This design comes from an exercise in tuning for small area and a short achievable clock period on the open sky130 flow, not from production work.
Where RTL was checked, it was by simulation tests only, not by an equivalence proof against the original.

## fp16_alu
module fp16_alu (
  input  wire        clk,
  input  wire [1:0]  op,
  input  wire [15:0] a,
  input  wire [15:0] b,
  output wire [15:0] z
);
export LEC_CHECK = 0
export ABC_AREA = 1
export CAP_MARGIN = 20
export CORE_MARGIN = 2
export CORE_UTILIZATION = 40
export PLACE_DENSITY = 0.6
export SLEW_MARGIN = 20
create_clock -name core_clock -period 23.0 [get_ports {clk}]
standard.sh (not shown) runs the stock make flow with config.mk's settings and CLKGATE_MAP_FILE= SYNTH_SCRIPT=/design/flow/synth_recipe.tcl, a recipe that flattens the netlist after the stock synthesis.
==> flow/flow/run.sh <==
#!/bin/bash
# Standard layout with two changes:
#  - timing repair aims for a setup slack of 15.5 ns, so that the achieved
#    clock period is short;
#  - the port buffers are the smallest buffer, buf_1 (repair may upsize them).
set -euo pipefail
export SETUP_SLACK_MARGIN=15.5
export BUFFER_PORTS_ARGS="-buffer_cell sky130_fd_sc_hd__buf_1"
bash standard.sh > standard_flow.log 2>&1
Next try:
--- a/flow/design.v
+++ b/flow/design.v
@@ -1,19 +1,17 @@
 `timescale 1ns/1ps
 module fp_add (
   input  logic [15:0] iL,
   input  logic [15:0] iS,
   input  logic        hL,      
   input  logic        hS,      
   input  logic        eq,      
   input  logic [4:0]  rsv,     
-  input  logic [3:0]  tzS,     
-  input  logic [3:0]  lzS,     
   output logic        oS,
   output logic [4:0]  oE,
   output logic [9:0]  oM,
   output logic        oR
 );
   logic [4:0] eL, eS;
   logic [10:0] mL, mS;
   logic sL, sS;
   assign eL = iL[14:10];
@@ -27,24 +25,22 @@
   assign infL = &eL;
   assign infS = &eS;
   assign res_nan = (infL & infS & (sL ^ sS)) | (infL & |iL[9:0]) | (infS & |iS[9:0]);
   assign pos_inf = (infL & ~sL) | (infS & ~sS);
   assign infinite = infL | infS;
   logic far;
   assign far = rsv > 5'd12;
   logic [21:0] sh;
   assign sh = {mS, 11'b0} >> rsv[3:0];
-  logic S1;
-  assign S1 = (rsv == 5'd12) ? |mS[9:1] : ({1'b0, tzS} + 5'd3 <= rsv);
   logic [13:0] x1;
-  assign x1 = {sh[21:9], S1};
+  assign x1 = {sh[21:9], |sh[8:0]};
   logic X1s, X2s, eff_sub;
-  assign X1s = sS & (lzS != 4'd11) & ({1'b0, lzS} + rsv <= 5'd13);
+  assign X1s = sS & |sh[21:8];
   assign X2s = sL & |mL;
   assign eff_sub = X1s ^ X2s;
   logic [14:0] mag;
   assign mag = {1'b0, mL, 3'b0} + ({1'b0, x1} ^ {15{eff_sub}}) + {14'd0, eff_sub};
   logic sb1;
   assign sb1 = far ? sL : (X2s & ~(eff_sub & eq));
   logic [14:0] SUM;
   assign SUM = far ? {1'b0, mL, 3'b0} : mag;
   logic [3:0] LZ;
@@ -88,40 +84,48 @@
 `timescale 1ns/1ps
 module fp_mult (
   input  logic [15:0] iA,
   input  logic [15:0] iB,
   input  logic        hA,      
   input  logic        hB,      
   output logic        oS,
   output logic [4:0]  oE,
   output logic [9:0]  oM,
-  input  logic [3:0]  lzs,     
-  input  logic [3:0]  tzB,     
   output logic        oR
 );
   logic [4:0] eA, eB;
   assign eA = iA[14:10];
   assign eB = iB[14:10];
   logic [10:0] mA, mB;
   assign mA = {hA, iA[9:0]};
   assign mB = {hB, iB[9:0]};
   logic zero, res_nan, infA, infB;
   assign infA = &eA;
   assign infB = &eB;
   assign zero = ~|iA[14:0] | ~|iB[14:0];
   assign res_nan = (~|iA[14:0] & infB) | (~|iB[14:0] & infA) | (infA & |iA[9:0]) | (infB & |iB[9:0]);
   logic [21:0] P;
   mul11 u_m (.a(mA), .b(mB), .p(P));
-  logic [3:0] tzA;
+  logic [3:0] lzs;
+  always_comb begin
+    lzs = 4'd11;
+    for (int i = 0; i < 10; i++)
+      if (iB[i]) lzs = 4'(10 - i);
+    if (hB) lzs = 4'd0;
+  end
+  logic [3:0] tzA, tzB;
   always_comb begin
     tzA = 4'd11;
     for (int i = 10; i >= 0; i--)
       if (mA[i]) tzA = 4'(i);
+    tzB = 4'd11;
+    for (int i = 10; i >= 0; i--)
+      if (mB[i]) tzB = 4'(i);
   end
   logic [5:0] X;
   assign X = {1'b0, eA[4:1], eA[0] | ~hA} + {1'b0, eB[4:1], eB[0] | ~hB};
   logic [6:0] D;
   assign D = {1'b0, X} - {3'b0, lzs};
   logic lim;      
   assign lim = D[6] | (D < 7'd15);
   logic [4:0] u;
   assign u = lim ? 5'(6'd25 - X) : 5'(4'd10 - lzs);
@@ -613,32 +617,20 @@
   reg [15:0] l_q, s_q;
   reg        eq_q, maxl_q, hl_q, hs_q;
   reg [4:0]  rsv_q;
   reg        zs_q, r_q;
   reg [14:0] em_q;
   wire as, ar, ms, mr;
   wire [4:0] ae, me;
   wire [9:0] am, mm;
   wire [15:0] max_z = maxl_q ? l_q : s_q;
-  wire [10:0] m_s = {hs_q, s_q[9:0]};
-  reg [3:0] lz_s, tz_s;
-  always @* begin
-    lz_s = 4'd11;
-    for (int i = 0; i < 11; i++)
-      if (m_s[i]) lz_s = 4'(10 - i);
-    tz_s = 4'd11;
-    for (int i = 10; i >= 0; i--)
-      if (m_s[i]) tz_s = 4'(i);
-  end
-  fp_add  u_add (.iL(l_q), .iS(s_q), .hL(hl_q), .hS(hs_q), .eq(eq_q), .rsv(rsv_q),
-                 .tzS(tz_s), .lzS(lz_s), .oS(as), .oE(ae), .oM(am), .oR(ar));
-  fp_mult u_mul (.iA(l_q), .iB(s_q), .hA(hl_q), .hB(hs_q), .lzs(lz_s), .tzB(tz_s),
-                 .oS(ms), .oE(me), .oM(mm), .oR(mr));
+  fp_add  u_add (.iL(l_q), .iS(s_q), .hL(hl_q), .hS(hs_q), .eq(eq_q), .rsv(rsv_q), .oS(as), .oE(ae), .oM(am), .oR(ar));
+  fp_mult u_mul (.iA(l_q), .iB(s_q), .hA(hl_q), .hB(hs_q), .oS(ms), .oE(me), .oM(mm), .oR(mr));
   always @(posedge clk) begin
     op_q   <= op;
     l_q    <= l_in;
     s_q    <= s_in;
     eq_q   <= eq_in;
     maxl_q <= maxl_in;
     hl_q   <= hl_in;
     hs_q   <= hs_in;
     rsv_q  <= rsv_in;
=> Non-clock buffer count decreases by 70; clock skew went up by 0.0035 ns; via count decreases by a few percent; routed wire length shrinks by roughly a tenth; final cell count decreases by a few percent; final area shrinks by roughly a tenth; synthesized area drops by a few percent; worst hold slack improved by 0.014 ns; worst setup slack got worse by 0.0094 ns; register-to-register slack gets better by 0.11 ns; global-route usage is lower by 2.0 points; synthesized cell count decreases slightly; first-iteration DRC count climbs by a quarter to a third.
No functional check of the RTL was part of the first run of this note.

## port drivers added, routing unchanged
In the flow no input, the clock included, has a driving cell. The finished layouts below were timed again as built, in two steps.
Step 1 assumes that a clkbuf_16 drives the clock port and a buf_2 every other input.
Step 2 times the ports against the registers' clock, not the clock port: input delays grow and output delays shrink by t, the midpoint of the rising clock arrivals with the driver on.
Three values: ideal, step 1, step 2; two values: the first two.
run	shift t [ns]	setup WS [ns]	worst slew at a driven data input, ns
the first run	0.393	15.810 / 15.810 / 15.564	0.04
the second run	0.387	15.801 / 15.828 / 15.441	0.05
After both steps setup and hold are still met in every run listed. For the second run, which loses most, drivers alone change the setup slack by +0.027 ns; drivers and shift together by -0.360 ns.
